Source: an optimization exercise on an open RTL-to-GDS flow (aim: small area and a short achievable clock period). Production flows keep margins and buffers that such runs may drop. The RTL was checked by simulation tests, not by an equivalence proof against the original design.

### design.v
module mac (
    input  logic        clk,
    input  logic        v,
    input  logic [7:0]  a,
    input  logic [7:0]  w,
    output logic [31:0] acc_o
);
    logic [15:0] L, U;
    logic up, dn;
    wire pp0 = (a[0] & w[0]);
    wire pp1 = (a[0] & w[1]);
    wire pp2 = (a[0] & w[2]);
    wire pp3 = (a[0] & w[3]);
    wire pp4 = (a[0] & w[4]);
    wire pp5 = (a[0] & w[5]);
    wire pp6 = (a[0] & w[6]);
    wire pp7 = (~a[0] | ~w[7]);
    wire pp8 = (a[1] & w[0]);
    wire pp9 = (a[1] & w[1]);
    wire pp10 = (a[1] & w[2]);
    wire pp11 = (a[1] & w[3]);
    wire pp12 = (a[1] & w[4]);
    wire pp13 = (a[1] & w[5]);
    wire pp14 = (a[1] & w[6]);
    wire pp15 = (~a[1] | ~w[7]);
    wire pp16 = (a[2] & w[0]);
    wire pp17 = (a[2] & w[1]);
    wire pp18 = (a[2] & w[2]);
    wire pp19 = (a[2] & w[3]);
    wire pp20 = (a[2] & w[4]);
    wire pp21 = (a[2] & w[5]);
    wire pp22 = (a[2] & w[6]);
    wire pp23 = (~a[2] | ~w[7]);
    wire pp24 = (a[3] & w[0]);
    wire pp25 = (a[3] & w[1]);
    wire pp26 = (a[3] & w[2]);
    wire pp27 = (a[3] & w[3]);
    wire pp28 = (a[3] & w[4]);
    wire pp29 = (a[3] & w[5]);
    wire pp30 = (a[3] & w[6]);
    wire pp31 = (~a[3] | ~w[7]);
    wire pp32 = (a[4] & w[0]);
    wire pp33 = (a[4] & w[1]);
    wire pp34 = (a[4] & w[2]);
    wire pp35 = (a[4] & w[3]);
    wire pp36 = (a[4] & w[4]);
    wire pp37 = (a[4] & w[5]);
    wire pp38 = (a[4] & w[6]);
    wire pp39 = (~a[4] | ~w[7]);
    wire pp40 = (a[5] & w[0]);
    wire pp41 = (a[5] & w[1]);
    wire pp42 = (a[5] & w[2]);
    wire pp43 = (a[5] & w[3]);
    wire pp44 = (a[5] & w[4]);
    wire pp45 = (a[5] & w[5]);
    wire pp46 = (a[5] & w[6]);
    wire pp47 = (~a[5] | ~w[7]);
    wire pp48 = (a[6] & w[0]);
    wire pp49 = (a[6] & w[1]);
    wire pp50 = (a[6] & w[2]);
    wire pp51 = (a[6] & w[3]);
    wire pp52 = (a[6] & w[4]);
    wire pp53 = (a[6] & w[5]);
    wire pp54 = (a[6] & w[6]);
    wire pp55 = (~a[6] | ~w[7]);
    wire pp56 = (~a[7] | ~w[0]);
    wire pp57 = (~a[7] | ~w[1]);
    wire pp58 = (~a[7] | ~w[2]);
    wire pp59 = (~a[7] | ~w[3]);
    wire pp60 = (~a[7] | ~w[4]);
    wire pp61 = (~a[7] | ~w[5]);
    wire pp62 = (~a[7] | ~w[6]);
    wire pp63 = (a[7] & w[7]);
    wire s64 = L[5] ^ pp5;
    wire c65 = L[5] & pp5;
    wire s66 = L[6] ^ pp6 ^ pp13;
    wire c67 = (L[6] & pp6) | (pp13 & (L[6] ^ pp6));
    wire s68 = pp20 ^ pp27;
    wire c69 = pp20 & pp27;
    wire s70 = L[7] ^ pp7 ^ pp14;
    wire c71 = (L[7] & pp7) | (pp14 & (L[7] ^ pp7));
    wire s72 = pp21 ^ pp28 ^ pp35;
    wire c73 = (pp21 & pp28) | (pp35 & (pp21 ^ pp28));
    wire s74 = pp42 ^ pp49;
    wire c75 = pp42 & pp49;
    wire s76 = 1'b1 ^ L[8] ^ pp15;
    wire c77 = (1'b1 & L[8]) | (pp15 & (1'b1 ^ L[8]));
    wire s78 = pp22 ^ pp29 ^ pp36;
    wire c79 = (pp22 & pp29) | (pp36 & (pp22 ^ pp29));
    wire s80 = pp43 ^ pp50 ^ pp57;
    wire c81 = (pp43 & pp50) | (pp57 & (pp43 ^ pp50));
    wire s82 = L[9] ^ pp23 ^ pp30;
    wire c83 = (L[9] & pp23) | (pp30 & (L[9] ^ pp23));
    wire s84 = pp37 ^ pp44 ^ pp51;
    wire c85 = (pp37 & pp44) | (pp51 & (pp37 ^ pp44));
    wire s86 = L[10] ^ pp31 ^ pp38;
    wire c87 = (L[10] & pp31) | (pp38 & (L[10] ^ pp31));
    wire s88 = L[3] ^ pp3;
    wire c89 = L[3] & pp3;
    wire s90 = L[4] ^ pp4 ^ pp11;
    wire c91 = (L[4] & pp4) | (pp11 & (L[4] ^ pp4));
    wire s92 = pp18 ^ pp25;
    wire c93 = pp18 & pp25;
    wire s94 = pp12 ^ pp19 ^ pp26;
    wire c95 = (pp12 & pp19) | (pp26 & (pp12 ^ pp19));
    wire s96 = pp33 ^ pp40 ^ s64;
    wire c97 = (pp33 & pp40) | (s64 & (pp33 ^ pp40));
    wire s98 = pp34 ^ pp41 ^ pp48;
    wire c99 = (pp34 & pp41) | (pp48 & (pp34 ^ pp41));
    wire s100 = c65 ^ s68 ^ s66;
    wire c101 = (c65 & s68) | (s66 & (c65 ^ s68));
    wire s102 = pp56 ^ c69 ^ s74;
    wire c103 = (pp56 & c69) | (s74 & (pp56 ^ c69));
    wire s104 = c67 ^ s70 ^ s72;
    wire c105 = (c67 & s70) | (s72 & (c67 ^ s70));
    wire s106 = c75 ^ c71 ^ c73;
    wire c107 = (c75 & c71) | (c73 & (c75 ^ c71));
    wire s108 = s76 ^ s78 ^ s80;
    wire c109 = (s76 & s78) | (s80 & (s76 ^ s78));
    wire s110 = pp58 ^ c77 ^ c79;
    wire c111 = (pp58 & c77) | (c79 & (pp58 ^ c77));
    wire s112 = c81 ^ s82 ^ s84;
    wire c113 = (c81 & s82) | (s84 & (c81 ^ s82));
    wire s114 = pp45 ^ pp52 ^ pp59;
    wire c115 = (pp45 & pp52) | (pp59 & (pp45 ^ pp52));
    wire s116 = c83 ^ c85 ^ s86;
    wire c117 = (c83 & c85) | (s86 & (c83 ^ c85));
    wire s118 = L[11] ^ pp39 ^ pp46;
    wire c119 = (L[11] & pp39) | (pp46 & (L[11] ^ pp39));
    wire s120 = pp53 ^ pp60 ^ c87;
    wire c121 = (pp53 & pp60) | (c87 & (pp53 ^ pp60));
    wire s122 = L[12] ^ pp47 ^ pp54;
    wire c123 = (L[12] & pp47) | (pp54 & (L[12] ^ pp47));
    wire s124 = L[2] ^ pp2;
    wire c125 = L[2] & pp2;
    wire s126 = pp10 ^ pp17 ^ pp24;
    wire c127 = (pp10 & pp17) | (pp24 & (pp10 ^ pp17));
    wire s128 = pp32 ^ c89 ^ s92;
    wire c129 = (pp32 & c89) | (s92 & (pp32 ^ c89));
    wire s130 = c93 ^ c91 ^ s94;
    wire c131 = (c93 & c91) | (s94 & (c93 ^ c91));
    wire s132 = c95 ^ s98 ^ c97;
    wire c133 = (c95 & s98) | (c97 & (c95 ^ s98));
    wire s134 = c99 ^ s102 ^ c101;
    wire c135 = (c99 & s102) | (c101 & (c99 ^ s102));
    wire s136 = c103 ^ c105 ^ s106;
    wire c137 = (c103 & c105) | (s106 & (c103 ^ c105));
    wire s138 = c107 ^ c109 ^ s110;
    wire c139 = (c107 & c109) | (s110 & (c107 ^ c109));
    wire s140 = s114 ^ c111 ^ c113;
    wire c141 = (s114 & c111) | (c113 & (s114 ^ c111));
    wire s142 = c115 ^ s118 ^ c117;
    wire c143 = (c115 & s118) | (c117 & (c115 ^ s118));
    wire s144 = pp61 ^ c119 ^ s122;
    wire c145 = (pp61 & c119) | (s122 & (pp61 ^ c119));
    wire s146 = L[13] ^ pp55 ^ pp62;
    wire c147 = (L[13] & pp55) | (pp62 & (L[13] ^ pp55));
    wire s148 = L[1] ^ pp1;
    wire c149 = L[1] & pp1;
    wire s150 = pp9 ^ pp16 ^ s124;
    wire c151 = (pp9 & pp16) | (s124 & (pp9 ^ pp16));
    wire s152 = c125 ^ s88 ^ s126;
    wire c153 = (c125 & s88) | (s126 & (c125 ^ s88));
    wire s154 = c127 ^ s90 ^ s128;
    wire c155 = (c127 & s90) | (s128 & (c127 ^ s90));
    wire s156 = c129 ^ s96 ^ s130;
    wire c157 = (c129 & s96) | (s130 & (c129 ^ s96));
    wire s158 = c131 ^ s100 ^ s132;
    wire c159 = (c131 & s100) | (s132 & (c131 ^ s100));
    wire s160 = s104 ^ c133 ^ s134;
    wire c161 = (s104 & c133) | (s134 & (s104 ^ c133));
    wire s162 = s108 ^ c135 ^ s136;
    wire c163 = (s108 & c135) | (s136 & (s108 ^ c135));
    wire s164 = s112 ^ c137 ^ s138;
    wire c165 = (s112 & c137) | (s138 & (s112 ^ c137));
    wire s166 = s116 ^ c139 ^ s140;
    wire c167 = (s116 & c139) | (s140 & (s116 ^ c139));
    wire s168 = s120 ^ c141 ^ s142;
    wire c169 = (s120 & c141) | (s142 & (s120 ^ c141));
    wire s170 = s144 ^ c121 ^ c143;
    wire c171 = (s144 & c121) | (c143 & (s144 ^ c121));
    wire s172 = s146 ^ c123 ^ c145;
    wire c173 = (s146 & c123) | (c145 & (s146 ^ c123));
    wire s174 = L[14] ^ pp63 ^ c147;
    wire c175 = (L[14] & pp63) | (c147 & (L[14] ^ pp63));
    wire s176 = 1'b1 ^ L[15];
    wire c177 = 1'b1 & L[15];
    wire tg178 = L[0] & pp0;
    wire tg179 = s148 & pp8;
    wire tg180 = c149 & s150;
    wire tg181 = c151 & s152;
    wire tg182 = c153 & s154;
    wire tg183 = c155 & s156;
    wire tg184 = c157 & s158;
    wire tg185 = c159 & s160;
    wire tg186 = c161 & s162;
    wire tg187 = c163 & s164;
    wire tg188 = c165 & s166;
    wire tg189 = c167 & s168;
    wire tg190 = c169 & s170;
    wire tg191 = c171 & s172;
    wire tg192 = c173 & s174;
    wire tg193 = c175 & s176;
    wire tg194 = c177 & 1'b1;
    wire tg195 = 1'b1 & 1'b0;
    wire tp196 = L[0] ^ pp0;
    wire tp197 = s148 ^ pp8;
    wire tp198 = c149 ^ s150;
    wire tp199 = c151 ^ s152;
    wire tp200 = c153 ^ s154;
    wire tp201 = c155 ^ s156;
    wire tp202 = c157 ^ s158;
    wire tp203 = c159 ^ s160;
    wire tp204 = c161 ^ s162;
    wire tp205 = c163 ^ s164;
    wire tp206 = c165 ^ s166;
    wire tp207 = c167 ^ s168;
    wire tp208 = c169 ^ s170;
    wire tp209 = c171 ^ s172;
    wire tp210 = c173 ^ s174;
    wire tp211 = c175 ^ s176;
    wire tp212 = c177 ^ 1'b1;
    wire tp213 = 1'b1 ^ 1'b0;
    wire tG214 = tg179 | (tp197 & tg178);
    wire tP215 = tp197 & tp196;
    wire tG216 = tg181 | (tp199 & tg180);
    wire tP217 = tp199 & tp198;
    wire tG218 = tg183 | (tp201 & tg182);
    wire tP219 = tp201 & tp200;
    wire tG220 = tg185 | (tp203 & tg184);
    wire tP221 = tp203 & tp202;
    wire tG222 = tg187 | (tp205 & tg186);
    wire tP223 = tp205 & tp204;
    wire tG224 = tg189 | (tp207 & tg188);
    wire tP225 = tp207 & tp206;
    wire tG226 = tg191 | (tp209 & tg190);
    wire tP227 = tp209 & tp208;
    wire tG228 = tg193 | (tp211 & tg192);
    wire tP229 = tp211 & tp210;
    wire tG230 = tg195 | (tp213 & tg194);
    wire tP231 = tp213 & tp212;
    wire tG232 = tg180 | (tp198 & tG214);
    wire tP233 = tp198 & tP215;
    wire tG234 = tG216 | (tP217 & tG214);
    wire tP235 = tP217 & tP215;
    wire tG236 = tg184 | (tp202 & tG218);
    wire tP237 = tp202 & tP219;
    wire tG238 = tG220 | (tP221 & tG218);
    wire tP239 = tP221 & tP219;
    wire tG240 = tg188 | (tp206 & tG222);
    wire tP241 = tp206 & tP223;
    wire tG242 = tG224 | (tP225 & tG222);
    wire tP243 = tP225 & tP223;
    wire tG244 = tg192 | (tp210 & tG226);
    wire tP245 = tp210 & tP227;
    wire tG246 = tG228 | (tP229 & tG226);
    wire tP247 = tP229 & tP227;
    wire tG248 = tg182 | (tp200 & tG234);
    wire tP249 = tp200 & tP235;
    wire tG250 = tG218 | (tP219 & tG234);
    wire tP251 = tP219 & tP235;
    wire tG252 = tG236 | (tP237 & tG234);
    wire tP253 = tP237 & tP235;
    wire tG254 = tG238 | (tP239 & tG234);
    wire tP255 = tP239 & tP235;
    wire tG256 = tg190 | (tp208 & tG242);
    wire tP257 = tp208 & tP243;
    wire tG258 = tG226 | (tP227 & tG242);
    wire tP259 = tP227 & tP243;
    wire tG260 = tG244 | (tP245 & tG242);
    wire tP261 = tP245 & tP243;
    wire tG262 = tG246 | (tP247 & tG242);
    wire tP263 = tP247 & tP243;
    wire tG264 = tg186 | (tp204 & tG254);
    wire tP265 = tp204 & tP255;
    wire tG266 = tG222 | (tP223 & tG254);
    wire tP267 = tP223 & tP255;
    wire tG268 = tG240 | (tP241 & tG254);
    wire tP269 = tP241 & tP255;
    wire tG270 = tG242 | (tP243 & tG254);
    wire tP271 = tP243 & tP255;
    wire tG272 = tG256 | (tP257 & tG254);
    wire tP273 = tP257 & tP255;
    wire tG274 = tG258 | (tP259 & tG254);
    wire tP275 = tP259 & tP255;
    wire tG276 = tG260 | (tP261 & tG254);
    wire tP277 = tP261 & tP255;
    wire tG278 = tG262 | (tP263 & tG254);
    wire tP279 = tP263 & tP255;
    wire tG280 = tg194 | (tp212 & tG278);
    wire tP281 = tp212 & tP279;
    wire tG282 = tG230 | (tP231 & tG278);
    wire tP283 = tP231 & tP279;
    wire ts284 = tp197 ^ tg178;
    wire ts285 = tp198 ^ tG214;
    wire ts286 = tp199 ^ tG232;
    wire ts287 = tp200 ^ tG234;
    wire ts288 = tp201 ^ tG248;
    wire ts289 = tp202 ^ tG250;
    wire ts290 = tp203 ^ tG252;
    wire ts291 = tp204 ^ tG254;
    wire ts292 = tp205 ^ tG264;
    wire ts293 = tp206 ^ tG266;
    wire ts294 = tp207 ^ tG268;
    wire ts295 = tp208 ^ tG270;
    wire ts296 = tp209 ^ tG272;
    wire ts297 = tp210 ^ tG274;
    wire ts298 = tp211 ^ tG276;
    wire ts299 = tp212 ^ tG278;
    wire ts300 = tp213 ^ tG280;
    wire rn301 = ~U[0];
    wire rn302 = ~U[1];
    wire rn303 = ~U[2];
    wire rn304 = ~U[3];
    wire rn305 = ~U[4];
    wire rn306 = ~U[5];
    wire rn307 = ~U[6];
    wire rn308 = ~U[7];
    wire rn309 = ~U[8];
    wire rn310 = ~U[9];
    wire rn311 = ~U[10];
    wire rn312 = ~U[11];
    wire rn313 = ~U[12];
    wire rn314 = ~U[13];
    wire rn315 = ~U[14];
    wire rn316 = ~U[15];
    wire ra317 = U[1] & U[0];
    wire rz318 = rn302 & rn301;
    wire ra319 = U[3] & U[2];
    wire rz320 = rn304 & rn303;
    wire ra321 = U[5] & U[4];
    wire rz322 = rn306 & rn305;
    wire ra323 = U[7] & U[6];
    wire rz324 = rn308 & rn307;
    wire ra325 = U[9] & U[8];
    wire rz326 = rn310 & rn309;
    wire ra327 = U[11] & U[10];
    wire rz328 = rn312 & rn311;
    wire ra329 = U[13] & U[12];
    wire rz330 = rn314 & rn313;
    wire ra331 = U[15] & U[14];
    wire rz332 = rn316 & rn315;
    wire ra333 = U[2] & ra317;
    wire rz334 = rn303 & rz318;
    wire ra335 = ra319 & ra317;
    wire rz336 = rz320 & rz318;
    wire ra337 = U[6] & ra321;
    wire rz338 = rn307 & rz322;
    wire ra339 = ra323 & ra321;
    wire rz340 = rz324 & rz322;
    wire ra341 = U[10] & ra325;
    wire rz342 = rn311 & rz326;
    wire ra343 = ra327 & ra325;
    wire rz344 = rz328 & rz326;
    wire ra345 = U[14] & ra329;
    wire rz346 = rn315 & rz330;
    wire ra347 = ra331 & ra329;
    wire rz348 = rz332 & rz330;
    wire ra349 = U[4] & ra335;
    wire rz350 = rn305 & rz336;
    wire ra351 = ra321 & ra335;
    wire rz352 = rz322 & rz336;
    wire ra353 = ra337 & ra335;
    wire rz354 = rz338 & rz336;
    wire ra355 = ra339 & ra335;
    wire rz356 = rz340 & rz336;
    wire ra357 = U[12] & ra343;
    wire rz358 = rn313 & rz344;
    wire ra359 = ra329 & ra343;
    wire rz360 = rz330 & rz344;
    wire ra361 = ra345 & ra343;
    wire rz362 = rz346 & rz344;
    wire ra363 = ra347 & ra343;
    wire rz364 = rz348 & rz344;
    wire ra365 = U[8] & ra355;
    wire rz366 = rn309 & rz356;
    wire ra367 = ra325 & ra355;
    wire rz368 = rz326 & rz356;
    wire ra369 = ra341 & ra355;
    wire rz370 = rz342 & rz356;
    wire ra371 = ra343 & ra355;
    wire rz372 = rz344 & rz356;
    wire ra373 = ra357 & ra355;
    wire rz374 = rz358 & rz356;
    wire ra375 = ra359 & ra355;
    wire rz376 = rz360 & rz356;
    wire ra377 = ra361 & ra355;
    wire rz378 = rz362 & rz356;
    wire ra379 = ra363 & ra355;
    wire rz380 = rz364 & rz356;
    wire ro381 = U[0] ^ (up | dn);
    wire ro382 = U[1] ^ ((up & U[0]) | (dn & rn301));
    wire ro383 = U[2] ^ ((up & ra317) | (dn & rz318));
    wire ro384 = U[3] ^ ((up & ra333) | (dn & rz334));
    wire ro385 = U[4] ^ ((up & ra335) | (dn & rz336));
    wire ro386 = U[5] ^ ((up & ra349) | (dn & rz350));
    wire ro387 = U[6] ^ ((up & ra351) | (dn & rz352));
    wire ro388 = U[7] ^ ((up & ra353) | (dn & rz354));
    wire ro389 = U[8] ^ ((up & ra355) | (dn & rz356));
    wire ro390 = U[9] ^ ((up & ra365) | (dn & rz366));
    wire ro391 = U[10] ^ ((up & ra367) | (dn & rz368));
    wire ro392 = U[11] ^ ((up & ra369) | (dn & rz370));
    wire ro393 = U[12] ^ ((up & ra371) | (dn & rz372));
    wire ro394 = U[13] ^ ((up & ra373) | (dn & rz374));
    wire ro395 = U[14] ^ ((up & ra375) | (dn & rz376));
    wire ro396 = U[15] ^ ((up & ra377) | (dn & rz378));
    wire [15:0] R = {ro396, ro395, ro394, ro393, ro392, ro391, ro390, ro389, ro388, ro387, ro386, ro385, ro384, ro383, ro382, ro381};
    always_ff @(posedge clk) begin
        if (v) begin
            L <= {ts298, ts297, ts296, ts295, ts294, ts293, ts292, ts291, ts290, ts289, ts288, ts287, ts286, ts285, ts284, tp196};
            up <= ts299 & ~ts300;
            dn <= ts300;
            U <= R;
        end else begin
            L <= '0;
            up <= 1'b0;
            dn <= 1'b0;
            U <= '0;
        end
    end
    assign acc_o = {R, L};
endmodule
module mmu_array #(
    parameter int N = 4,
    parameter int DW = 8,
    parameter int AW = 32
) (
    input  logic clk,
    input  logic valid_i,
    input  logic [N*DW-1:0] activation_rows,    
    input  logic [N*DW-1:0] weight_columns,     
    output logic valid_o,
    output logic [N*N*AW-1:0] psums             
);
    logic [N-1:0] vq;
    always_ff @(posedge clk) vq <= {vq[N-2:0], valid_i};
    assign valid_o = vq[N-1];
    logic [DW-1:0] a_bus [N][N];
    logic [DW-1:0] w_bus [N][N];
    for (genvar r = 0; r < N; r++) begin : ROW
        for (genvar c = 0; c < N; c++) begin : COL
            logic v;
            if (c == 0) begin : A0
                assign a_bus[r][c] = activation_rows[r*DW +: DW];
                assign v = valid_i;
            end else begin : AQ
                logic [DW-1:0] a_q;
                always_ff @(posedge clk) a_q <= a_bus[r][c-1];
                assign a_bus[r][c] = a_q;
                assign v = vq[c-1];
            end
            if (r == 0) begin : W0
                assign w_bus[r][c] = weight_columns[c*DW +: DW];
            end else begin : WQ
                logic [DW-1:0] w_q;
                always_ff @(posedge clk) w_q <= w_bus[r-1][c];
                assign w_bus[r][c] = w_q;
            end
            mac pe (
                .clk(clk), .v(v), .a(a_bus[r][c]), .w(w_bus[r][c]),
                .acc_o(psums[(r*N+c)*AW +: AW])
            );
        end
    end
endmodule
### flow/run.sh
#!/bin/bash
# Standard synthesis and layout; the only change is the cell used to buffer the
# ports (buf_2 instead of the resizer's default pick, a slow delay cell).
set -euo pipefail
bash standard.sh "BUFFER_PORTS_ARGS=-buffer_cell sky130_fd_sc_hd__buf_2" finish > standard_flow.log 2>&1
### standard.sh
#!/bin/bash
# synth_recipe.tcl (not shown) runs the flow's synth.tcl, then flattens the netlist and writes it again
# the make line also repeats each setting of config.mk as NAME=value (left out here)
make -C /OpenROAD-flow-scripts/flow DESIGN_CONFIG=/design/flow/config.mk WORK_HOME=/design/flow/orfs CLKGATE_MAP_FILE= SYNTH_SCRIPT=/design/flow/synth_recipe.tcl "${@:-finish}"
### config.mk
export PLATFORM = sky130hd
export DESIGN_NAME = mmu_array
export DESIGN_NICKNAME = mmu_array
export VERILOG_FILES = /design/flow/design.v
export SDC_FILE = /design/flow/constraint.sdc
export NUM_CORES = 4
export LEC_CHECK = 0
export CAP_MARGIN = 20
export CORE_MARGIN = 2
export CORE_UTILIZATION = 40
export SETUP_SLACK_MARGIN = 3.5
export SLEW_MARGIN = 20
export TNS_END_PERCENT = 10
### constraint.sdc
create_clock -name core_clock -period 8.0 [get_ports {clk}]
set_input_delay 1.6000 -clock core_clock [delete_from_list [all_inputs] [get_ports {clk}]]
set_output_delay 1.6000 -clock core_clock [all_outputs]
set_load 0.01 [all_outputs]
==> results of run 1 <==
[per-stage QoR]
| step | area [um^2] | utilization | cells |
|---|---|---|---|
| after floorplan | 63300 | - | 6806 |
| after global placement | 66400 | 0.424 | 9072 |
| after detailed placement | 66400 | 0.424 | 9072 |
| after CTS | 70200 | 0.449 | 9256 |
| after global routing | 71400 | 0.456 | 9281 |
| final | 71400 | 0.456 | 9281 |
[layout make-up]
class / instances / area [um^2] / share of cell area
inverter: 1241 / 4660 / 0.0653
timing repair buffer: 625 / 3480 / 0.0488
clock buffer: 121 / 2710 / 0.0379
multi-input combinational: 4445 / 42300 / 0.592
tap: 2058 / 2570 / 0.0361
clock inverter: 51 / 742 / 0.0104
sequential: 740 / 14900 / 0.209
[path summary, 6_finish.rpt]
check	from	end	slack (ps)	depth (start not counted)
worst min-delay path	ROW[1].COL[2].WQ.w_q[3]$_DFF_P_	ROW[2].COL[2].WQ.w_q[3]$_DFF_P_	420	0
worst max register to register	ROW[2].COL[1].AQ.a_q[5]$_DFF_P_	ROW[2].COL[1].pe.L[14]$_SDFF_PN0_	3480	14
worst max-delay path	weight_columns[9]	ROW[0].COL[1].pe.L[15]$_SDFF_PN0_	3340	16
worst min register to register	ROW[1].COL[2].WQ.w_q[3]$_DFF_P_	ROW[2].COL[2].WQ.w_q[3]$_DFF_P_	420	0
[flip-flops by register name, indices dropped and copies added (netlist names)]
register        flops
ROW.COL.WQ.w_q     96
vq                  4
ROW.COL.pe.dn      16
ROW.COL.pe.U      256
ROW.COL.pe.up      16
ROW.COL.pe.L      256
ROW.COL.AQ.a_q     96
[cell families (layout without fill, tap and decap cells)]
group | count (synthesis) | in the layout | share of synthesized area
AND/OR/NAND/NOR | 2293 | 2293 | 0.198
buffers and inverters | 1621 | 2038 | 0.113
adder cells (fa/ha/maj) | 1200 | 1200 | 0.337
flip-flops | 740 | 740 | 0.235
AO/OA/AOI/OAI | 538 | 538 | 0.0571
XOR/XNOR | 371 | 371 | 0.0518
multiplexers | 43 | 43 | 0.00723
[layer usage]
layer,global-route usage,up-vias,wire (um)
li1,-,21500,-
met1,0.259,22500,71000
met2,0.361,948,82100
met3,0.0481,257,10200
met4,0.0685,6,5870
met5,0,-,36
[cell usage after synthesis, types with 8 or more instances]
cell / instances / area (um^2)
nand3_1: 78 / 390
nor4b_1: 17 / 149
a41oi_1: 13 / 114
o21a_1: 32 / 240
o21ai_0: 89 / 445
ha_1: 368 / 4600
and4b_1: 10 / 100
nor4_1: 44 / 275
a21o_1: 62 / 465
inv_1: 1239 / 4650
nor3_1: 102 / 510
a22oi_1: 8 / 60.1
dfxtp_1: 740 / 14800
or4_1: 13 / 97.6
and2_1: 1074 / 6720
a31o_2: 9 / 78.8
and3_1: 36 / 225
o22ai_1: 19 / 119
nor2_1: 247 / 927
mux2i_1: 41 / 410
nand4_1: 43 / 269
a211oi_1: 17 / 128
xnor2_1: 217 / 1900
nand2b_1: 46 / 288
clkbuf_1: 98 / 368
a21oi_1: 126 / 631
a31oi_1: 37 / 231
o211a_1: 12 / 120
nand2_1: 491 / 1840
o31ai_1: 12 / 90.1
o211ai_1: 18 / 135
o21bai_1: 17 / 128
a311oi_1: 11 / 96.3
or3_1: 33 / 206
xor2_1: 152 / 1330
or2_2: 13 / 81.3
fa_1: 832 / 16700
nor3b_1: 9 / 67.6
buf_4: 272 / 2040
[cells in the final DEF, fill, tap and decap left out, types with 43 or more instances in the layout]
cell,instances
clkbuf_16,99
o21ai_0,73
dfxtp_1,680
inv_1,1219
a21o_1,62
nand2b_1,45
nor3_1,97
nand4_1,43
buf_4,57
buf_2,539
ha_1,339
xor2_1,151
and2_1,1051
nand2_1,482
a21oi_1,109
nand3_1,78
fa_1,808
xnor2_1,211
nor2_1,243
[what timing repair did]
action                     in CTS  in global routing
gates cloned                    0                  1
buffers inserted               12                 24
setup endpoints to repair     173                203
gates resized for setup        87                286
pin swaps                      20                 80
==> metrics.md, run 1 <==
| Metric | Value |
|---|---|
| Critical Path Slowest Stage Cell | `fa_1` |
| Achievable Freq | `215 MHz` |
| Required time at the worst-slack endpoint | `about 8600 ps` |
| Number of synthesized register bits | `between 700 and 800` |
| Setup violation total in the final timing report | `0` |
| Share of synthesized registers carrying an async set or reset | `0` |
| CTS tree | `built` |
| Sum of routed wire length over all layers | `between 150 and 200 mm` |
| Bufs and invs on worst path | `4` |
| Portion of the post-synthesis area used by sequential elements | `0.235` |
| Crit path top cell by count | `fa_1` |
| Sort of element at the end of the critical path | `register` |
| Crit-path max cell delay | `500 ps` |
| Critical path class | `in -> reg` |
| Area growth from synthesis to final layout | `13.3%` |
| Syn Std Cell Area | `between 60000 and 70000 um^2` |
| Top_reg_cell synth | `dfxtp_1` |
| Worst slew margin relative to its limit | `0.413` |
| CTS clk-pin slew, worst paths | `60 ps` |
| Synthesized net count | `a little over 8000` |
| Worst min-delay path class | `reg -> reg` |
| I/O pin count | `between 500 and 600` |
| Via count of the first global-routing pass | `~47000` |
| Worst Tran Pin Value | `slightly below 900 ps` |
| Cell class contributing the biggest share of worst-path delay | `adder cells` |
| Buffers added on ports | `~580` |
| Crit path max fanout | `9` |
| Number of max-slew violations in the final report | `0` |
| Filler Cells Inserted | `15100` |
| Core region area | `approximately 160000 um^2` |
| Insertion delay to the later sink of the worst-skew pair | `between 700 and 800 ps` |
| Final Hold Violating Endpoints | `0` |
| Max clock buf depth | `3` |
| Minimum clock period after layout | `roughly 4700 ps` |
| Yosys warns | `6` |
| Period utilisation layout | `0.583` |
| Number of antenna-violating nets in the routed design | `0` |
| Antenna violations before repair | `9` |
| Wire length of the first global-routing pass | `266 mm` |
| Number of buffers created by CTS | `96` |
| Setup slack of the critical path after layout | `between 3000 and 4000 ps` |
| Detailed-route DRC error count | `0` |
| Number of synthesized flops with an enable pin | `0` |
| Gate count of the mapped netlist | `around 6800` |
| Detailed placer's ending HPWL | `134 mm` |
| Number of library cell types mapped by synthesis | `72` |
| Buffer type at the clock tree root | `clkbuf_16` |
| Number of iterations in the first detailed-routing pass | `5` |
| CP Cell Sequence | `buf_4 > and2_4 > fa_1 > inv_1 > fa_2 > fa_1 > inv_1 > fa_1 > inv_2 > ha_4 > a21o_1 > nand2b_1 > nand4b_1 > or3_4 > o31ai_4 > mux2i_1` |
| Routed length per instance | `18.2 um` |
| Max-cap violations | `0` |
| Num rows | `145` |
| Vias per inst | `~5` |
| Global placer's final weighted congestion | `0.886` |
| Total grt overflow | `0` |
| Number of buffers added to fix hold violations after cts | `0` |
| Post-Synthesis Mean Instance Area | `about 9 um^2` |
| Worst slack at placement | `between 2000 and 2500 ps` |
| Count of clock tree sinks | `740` |
| Hold slack | `417 ps` |
| Data arrival time of the worst path | `between 5000 and 6000 ps` |
| Unrepaired setup endpoints after global routing | `yes` |
| CTS H-tree lvls | `3` |
| # diodes | `0` |
| Die Span Y | `401 um` |
| Overall via count from detail_route | `about 45000` |
| Initial cell density of the core | `0.403` |
| Fraction of layout instances using a drive strength above 1 | `0.153` |
| Maximum clock skew at final layout | `around 46 ps` |
| Die Width | `401 um` |
| Full die area | `around 160000 um^2` |
| Final total negative setup slack | `0 ps` |
| Number of nets in the layout | `roughly 8400` |
| Maximum number of pins on one net before global-route repair | `65` |
| Result of the run | `no timing/DRC/antenna violations` |
| Number of DRC violations after detailed-routing iteration 0 | `just over 2000` |
| CP startpoint kind | `primary input` |
| GRT Resource Usage Total | `0.210` |
==> run 2, diff against run 1 <==
--- a/config.mk
+++ b/config.mk
@@ -8,6 +8,8 @@
 export CAP_MARGIN = 20
 export CORE_MARGIN = 2
 export CORE_UTILIZATION = 40
+export CTS_CLUSTER_DIAMETER = 110
+export CTS_CLUSTER_SIZE = 26
 export SETUP_SLACK_MARGIN = 3.5
 export SLEW_MARGIN = 20
 export TNS_END_PERCENT = 10
==> run 2 against run 1 <==
Net effect: synthesized cell count is the same; register-to-register slack worse by 20 ps; clock skew is 12 ps lower; critical endpoint is now ROW[0].COL[0].pe.up$_SDFF_PN0_.
==> metrics.md, run 2 <==
| Metric | Value |
|---|---|
| Portion of the post-synthesis area used by sequential elements | `0.235` |
| Registers with the highest flip-flop counts | `ROW.COL.pe.L: 256 flops, ROW.COL.pe.U: 256 flops` |
| Required time at the worst-slack endpoint | `around 8600 ps` |
| Worst slew margin relative to its limit | `0.433` |
| Post-Synthesis Mean Instance Area | `a little over 9 um^2` |
| Sort of element at the end of the critical path | `register` |
| Hold Path Depth | `0` |
| Number of synthesized flops with an enable pin | `0` |
| Placed inst area | `around 66000 um^2` |
| Number of iterations in the first detailed-routing pass | `5` |
| Antenna violations before repair | `10` |
| Final instance area | `about 69000 um^2` |
| Maximum clock skew at final layout | `33.9 ps` |
| Die Span Y | `401 um` |
| CTS tree | `built` |
| Number of synthesized register bits | `740` |
| Via count of the first global-routing pass | `about 46000` |
| CTS H-tree lvls | `2` |
| Area growth from synthesis to final layout | `10.1%` |
| Fraction of layout instances using a drive strength above 1 | `0.140` |
| Count of clock tree sinks | `between 700 and 800` |
| Initial cell density of the core | `0.403` |
| I/O pin count | `579` |
| Hold Startpoint | `ROW[2].COL[3].WQ.w_q[6]$_DFF_P_` |
| Number of buffers created by CTS | `44` |
| Highest-count cells in the layout ignoring fill and taps | `1217 x inv_1, 1053 x and2_1, 808 x fa_1` |
| Number of DRC violations after detailed-routing iteration 0 | `1985` |
| Overall via count from detail_route | `~45000` |
| Number of nets in the layout | `~8400` |
| Routed length per instance | `roughly 18 um` |
| Sum of routed wire length over all layers | `167 mm` |
| Global placer's final weighted congestion | `around 0.89` |
| Maximum number of pins on one net before global-route repair | `between 60 and 70` |
| Crit path max fanout | `9` |
| Detailed placer's ending HPWL | `134 mm` |
| Top_reg_cell synth | `dfxtp_1` |
| Number of antenna-violating nets in the routed design | `0` |
| Data arrival time of the worst path | `5260 ps` |
| Syn Std Cell Area | `approximately 63000 um^2` |
| Result of the run | `no timing/DRC/antenna violations` |
| Launching instance or port of the critical path | `activation_rows[3]` |
| Unrepaired setup endpoints after global routing | `yes` |
| Synthesized net count | `approximately 8100` |
| Share of synthesized registers carrying an async set or reset | `0` |
| Synth area leader | `fa_1` |
| # diodes | `0` |
| Worst min-delay path class | `reg -> reg` |
| Number of max-slew violations in the final report | `0` |
| Die Width | `about 400 um` |
| Final total negative setup slack | `0 ps` |
| Max-cap violations | `0` |
| Critical R2R Launch | `ROW[3].COL[2].AQ.a_q[2]$_DFF_P_` |
| CP startpoint kind | `primary input` |
| Commonest non-fill, non-tap cell in the layout | `inv_1` |
| Post-synth top area share | `0.264` |
| Achievable Freq | `212 MHz` |
| Area of combinational cells with multiple inputs | `between 40000 and 50000 um^2` |
| Full die area | `around 160000 um^2` |
| Final Hold Violating Endpoints | `0` |
| Filler Cells Inserted | `approximately 15000` |
| Vias per inst | `just under 5` |
| Wire length of the first global-routing pass | `approximately 260 mm` |
| Worst reg2reg path depth | `13` |
| Insertion delay to the later sink of the worst-skew pair | `between 600 and 700 ps` |
| Num rows | `between 100 and 150` |
| Buffers added on ports | `about 580` |
| Commonest cells in the netlist | `1239 x inv_1, 1074 x and2_1, 832 x fa_1` |
| Critical path class | `in -> reg` |
| Buffer type at the clock tree root | `clkbuf_16` |
| Minimum clock period after layout | `approximately 4700 ps` |
| End of the worst register-to-register path | `ROW[3].COL[2].pe.dn$_SDFF_PN0_` |
| Yosys warns | `6` |
| Max clock buf depth | `3` |
| Core region area | `approximately 160000 um^2` |
| Worst Tran Pin Value | `approximately 840 ps` |
| Setup violation total in the final timing report | `0` |
| Top cells by area in the synthesized netlist | `fa_1 26%, dfxtp_1 24%, and2_1 11%` |
| Number of buffers added to fix hold violations after cts | `0` |
| Cell with the most instances after synthesis | `inv_1` |
| Total grt overflow | `0` |
| CTS clk-pin slew, worst paths | `approximately 100 ps` |
| Capturing element of the worst setup path | `ROW[0].COL[0].pe.up$_SDFF_PN0_` |
| R2R Setup Slk | `between 3000 and 4000 ps` |
| Gate count of the mapped netlist | `around 7000` |
| Total area of sequential cells | `~15000 um^2` |
| Period utilisation layout | `0.589` |
| Number of library cell types mapped by synthesis | `72` |
| Detailed-route DRC error count | `0` |
| GRT Resource Usage Total | `0.206` |
run 2: cell counts after synthesis:
Identical to the previous run, type by type.
run 2: what timing repair did:
action | CTS | global route
setup endpoints to repair | 173 | 205
pin swaps | 10 | 63
cloned | 0 | 1
resized for setup | 79 | 277
setup buffers | 6 | 28
run 2: per-layer routing:
layer	track usage	vias up	wire length (um)
li1	-	21400	-
met1	0.259	22200	71300
met2	0.360	850	81600
met3	0.0394	212	9090
met4	0.0600	6	5160
met5	0	-	44
run 2: worst min-delay path by stage:
stage	endpoint	slack, ps
floorplan	vq[3]$_DFF_P_	330
global placement	ROW[1].COL[0].pe.dn$_SDFF_PN0_	450
detailed placement	ROW[2].COL[0].pe.dn$_SDFF_PN0_	460
CTS	ROW[3].COL[3].WQ.w_q[6]$_DFF_P_	450
global route	ROW[3].COL[3].WQ.w_q[5]$_DFF_P_	460
finish	ROW[3].COL[3].WQ.w_q[6]$_DFF_P_	440
run 2: logic make-up (layout without fill, tap and decap cells):
group	Yosys count	in the layout	synth area share
compound gates	538	538	0.0571
xor+xnor	371	371	0.0518
fa+ha+maj	1200	1200	0.337
buf+inv	1621	1940	0.113
flops	740	740	0.235
mux	43	43	0.00723
simple gates	2293	2293	0.198
run 2: critical path: stages:
cell and delay [ps]:
buf_2 170, and2_1 180, fa_1 500, inv_1 50, fa_1 380, fa_1 530
fa_1 420, ha_1 340, a21oi_1 170, o21ai_2 90, o31a_1 360, a22o_1 250
o211a_1 210
run 2: stage by stage:
step	instances	util	hold slack (ps)	worst slack, ps
after floorplan	6806	-	329	2960
after global placement	9072	0.424	451	2500
after detailed placement	9072	0.424	463	2440
after CTS	9154	0.436	452	3280
after global routing	9183	0.443	456	3210
final	9183	0.443	438	3290
run 2: cell type report:
class,count,area share
clock buffers,52,0.0171
clock inverters,24,0.00514
inverters,1241,0.0672
multi-input cells,4445,0.608
flip-flops and latches,740,0.216
well taps,2058,0.0371
repair buffers,623,0.0500
==> run 3, diff against run 2 <==
--- a/config.mk
+++ b/config.mk
@@ -8,8 +8,8 @@
 export CAP_MARGIN = 20
 export CORE_MARGIN = 2
 export CORE_UTILIZATION = 40
-export CTS_CLUSTER_DIAMETER = 110
-export CTS_CLUSTER_SIZE = 26
+export CTS_CLUSTER_DIAMETER = 100
+export CTS_CLUSTER_SIZE = 22
 export SETUP_SLACK_MARGIN = 3.5
 export SLEW_MARGIN = 20
 export TNS_END_PERCENT = 10
==> run 3 against run 2 <==
Net effect: clock-buffer cell count up 4; setup slack improved by 10 ps; clock skew rose by 2.9 ps; synthesized cell count stayed put; still clean on timing, DRC and antenna; via count hardly changed; cell area about the same; global-route usage is essentially flat; utilization about the same; critical path type unchanged; die area did not move.
==> metrics.md, run 3 <==
| Metric | Value |
|---|---|
| Number of iterations in the first detailed-routing pass | `5` |
| Overall via count from detail_route | `between 40000 and 50000` |
| CTS clk-pin slew, worst paths | `100 ps` |
| Setup violation total in the final timing report | `0` |
| I/O pin count | `between 500 and 600` |
| Launching instance or port of the critical path | `weight_columns[30]` |
| Global placer's final weighted congestion | `between 0.8 and 0.9` |
| Antenna violations before repair | `10` |
| Synth Area in Simple Gates | `0.198` |
| Vias per inst | `roughly 4.9` |
| Number of synthesized register bits | `740` |
| Number of synthesized flops with an enable pin | `0` |
| Top cells by area in the synthesized netlist | `fa_1 26%, dfxtp_1 24%, and2_1 11%` |
| Synth area leader | `fa_1` |
| Gate count of the mapped netlist | `6806` |
| Die Span Y | `around 400 um` |
| Max clock buf depth | `3` |
| Area growth from synthesis to final layout | `9.98%` |
| Portion of the post-synthesis area used by sequential elements | `0.235` |
| Result of the run | `no timing/DRC/antenna violations` |
| Post-Synthesis Mean Instance Area | `just over 9 um^2` |
| Top_reg_cell synth | `dfxtp_1` |
| Data arrival time of the worst path | `5290 ps` |
| Largest family of logic cells by synthesized area | `adder cells` |
| Buffers added on ports | `578` |
| Total grt overflow | `0` |
| Post-synth top area share | `0.264` |
| Sort of element at the end of the critical path | `register` |
| Required time at the worst-slack endpoint | `8590 ps` |
| Highest-count cells in the layout ignoring fill and taps | `1224 x inv_1, 1057 x and2_1, 815 x fa_1` |
| Via count of the first global-routing pass | `around 47000` |
| Share of synthesized registers carrying an async set or reset | `0` |
| Period utilisation layout | `0.587` |
| Crit path max fanout | `9` |
| Minimum clock period after layout | `between 4000 and 5000 ps` |
| Sum of routed wire length over all layers | `about 170 mm` |
| Cell with the most instances after synthesis | `inv_1` |
| Share of the synthesized area in compound gates (AO/OA/AOI/OAI) | `0.0571` |
| Fraction of synthesized area in multiplexers | `0.00723` |
| Final total negative setup slack | `0 ps` |
| Core region area | `between 150000 and 200000 um^2` |
| End of the worst register-to-register path | `ROW[2].COL[1].pe.L[14]$_SDFF_PN0_` |
| Number of DRC violations after detailed-routing iteration 0 | `between 2000 and 2500` |
| Number of buffers created by CTS | `50` |
| Final cell count without fillers | `a little over 9000` |
| Registers with the highest flip-flop counts | `ROW.COL.pe.L: 256 flops, ROW.COL.pe.U: 256 flops` |
| XOR/XNOR share of the synthesized area | `0.0518` |
| Worst Tran Pin Value | `between 800 and 900 ps` |
| Hold Path Depth | `0` |
| Final Hold Violating Endpoints | `0` |
| Hold slack | `~440 ps` |
| Adder and majority cell fraction of the synthesized area | `0.337` |
| Count of clock tree sinks | `740` |
| Worst slew margin relative to its limit | `0.433` |
| Hold Startpoint | `ROW[2].COL[2].AQ.a_q[7]$_DFF_P_` |
| Commonest cells in the netlist | `1239 x inv_1, 1074 x and2_1, 832 x fa_1` |
| Detailed placer's ending HPWL | `around 130 mm` |
| R2R Setup Slk | `about 3500 ps` |
| Number of antenna-violating nets in the routed design | `0` |
| Detailed-route DRC error count | `0` |
| Num rows | `between 100 and 150` |
| Syn Std Cell Area | `63000 um^2` |
| Maximum number of pins on one net before global-route repair | `65` |
| Routed length per instance | `about 18 um` |
| CP startpoint kind | `primary input` |
| Number of cells in the design after placement | `approximately 9100` |
| Number of max-slew violations in the final report | `0` |
| Synthesized net count | `8072` |
| Worst min-delay path class | `reg -> reg` |
| Commonest non-fill, non-tap cell in the layout | `inv_1` |
| GRT Resource Usage Total | `0.207` |
| Achievable Freq | `around 210 MHz` |
| Critical path class | `in -> reg` |
| Buffer type at the clock tree root | `clkbuf_16` |
| Wire length of the first global-routing pass | `263 mm` |
| Die Width | `~400 um` |
| Full die area | `161000 um^2` |
| Critical R2R Launch | `ROW[2].COL[1].AQ.a_q[6]$_DFF_P_` |
| Max-cap violations | `0` |
| Fraction of layout instances using a drive strength above 1 | `0.137` |
| Yosys warns | `6` |
| Worst reg2reg path depth | `14` |
| Initial cell density of the core | `0.403` |
| Number of nets in the layout | `between 8000 and 9000` |
| CTS tree | `built` |
| Maximum clock skew at final layout | `~37 ps` |
| CTS H-tree lvls | `2` |
| Insertion delay to the later sink of the worst-skew pair | `between 600 and 700 ps` |
| Unrepaired setup endpoints after global routing | `yes` |
| Number of library cell types mapped by synthesis | `72` |
| Endpoint of the worst hold-timing path | `ROW[2].COL[3].AQ.a_q[7]$_DFF_P_` |
## run 3: cell counts after synthesis
Identical to the previous run, type by type.
## run 3: cells by family after synthesis
logic type / after synthesis
AO/OA/AOI/OAI: 538
XOR/XNOR: 371
adder cells (fa/ha/maj): 1200
buffers and inverters: 1621
flip-flops: 740
multiplexers: 43
AND/OR/NAND/NOR: 2293
## run 3: worst max-delay path by stage
stage                                              endpoint  cells past startpoint
after floorplan            ROW[2].COL[0].pe.L[8]$_SDFF_PN0_                     13
after global placement     ROW[3].COL[0].pe.L[9]$_SDFF_PN0_                     15
after detailed placement   ROW[3].COL[0].pe.L[9]$_SDFF_PN0_                     15
after CTS                 ROW[0].COL[1].pe.L[15]$_SDFF_PN0_                     16
after global routing         ROW[2].COL[0].pe.up$_SDFF_PN0_                     15
final                        ROW[0].COL[3].pe.up$_SDFF_PN0_                     14
## run 3: per-layer routing
layer,vias to the layer above,global-route usage,part of all wire
met4,6,0.0604,0.029
met1,22300,0.259,0.42
met2,913,0.359,0.49
met3,192,0.0420,0.059
met5,-,0,0.00026
li1,21400,-,-
## run 3: critical path, cell delays in order
cell,delay [ps]
buf_2,160
and2_1,170
fa_1,500
inv_1,50
fa_1,380
fa_1,450
fa_1,480
inv_1,40
ha_1,340
a21oi_2,210
nor3_1,110
o31a_1,350
a22o_1,250
o211a_1,200
## run 3: final cells by class
type | count | area, um^2
Fill cell | 15300 | 87100
Multi-Input combinational cell | 4445 | 42100
Sequential cell | 740 | 14900
Inverter | 1241 | 4660
Timing Repair Buffer | 611 | 3290
Tap cell | 2058 | 2570
Clock buffer | 56 | 1310
Clock inverter | 26 | 392
Antenna cell | 2 | 5.00
## run 3: timing repair
action	4_1_cts	5_1_grt
pin swaps	13	45
endpoints found under the setup margin	174	206
resized for setup	77	229
hold buffers	0	0
gates cloned	0	1
setup buffers	8	14
## run 3: stage by stage
stage | worst slack, ps | utilization | cell area, um^2
floorplan | 2960 | - | 63300
global placement | 2500 | 0.424 | 66400
detailed placement | 2440 | 0.424 | 66400
CTS | 3290 | 0.437 | 68400
global route | 3180 | 0.443 | 69300
finish | 3300 | 0.443 | 69300

==> afterwards: timing with drivers on the ports <==
In the flow no input, the clock included, has a driving cell. The finished layouts below were timed again as built, in two steps.
Step 1 sets driving cells, clkbuf_16 on the clock port and buf_2 on the other inputs (assumed; they add their load-dependent delay and slew).
Step 2, shift: input delay + t, output delay - t, t = (earliest + latest rising clock arrival at the registers) / 2. This alone moves slack from input paths to output paths.
Three values: ideal, step 1, step 2; two values: the first two.
| run | t (ns) | setup slack, ns | hold WS [ns] | worst setup path after step 2 | worst register clock-pin slew, ns |
|---|---|---|---|---|---|
| run 1 | 0.782 | 3.340 / 3.332 / 2.561 | 0.417 / 0.417 / 0.417 | input to register | 0.07 / 0.07 |
| run 2 | 0.731 | 3.292 / 3.269 / 2.573 | 0.438 / 0.438 / 0.438 | input to register | 0.11 / 0.11 |
| run 3 | 0.748 | 3.302 / 3.290 / 2.542 | 0.435 / 0.435 / 0.435 | input to register | 0.10 / 0.10 |
After both steps setup and hold are still met in every run listed. The setup slack of run 1, which loses most, moves by -0.008 ns with the drivers and by -0.779 ns with both steps.
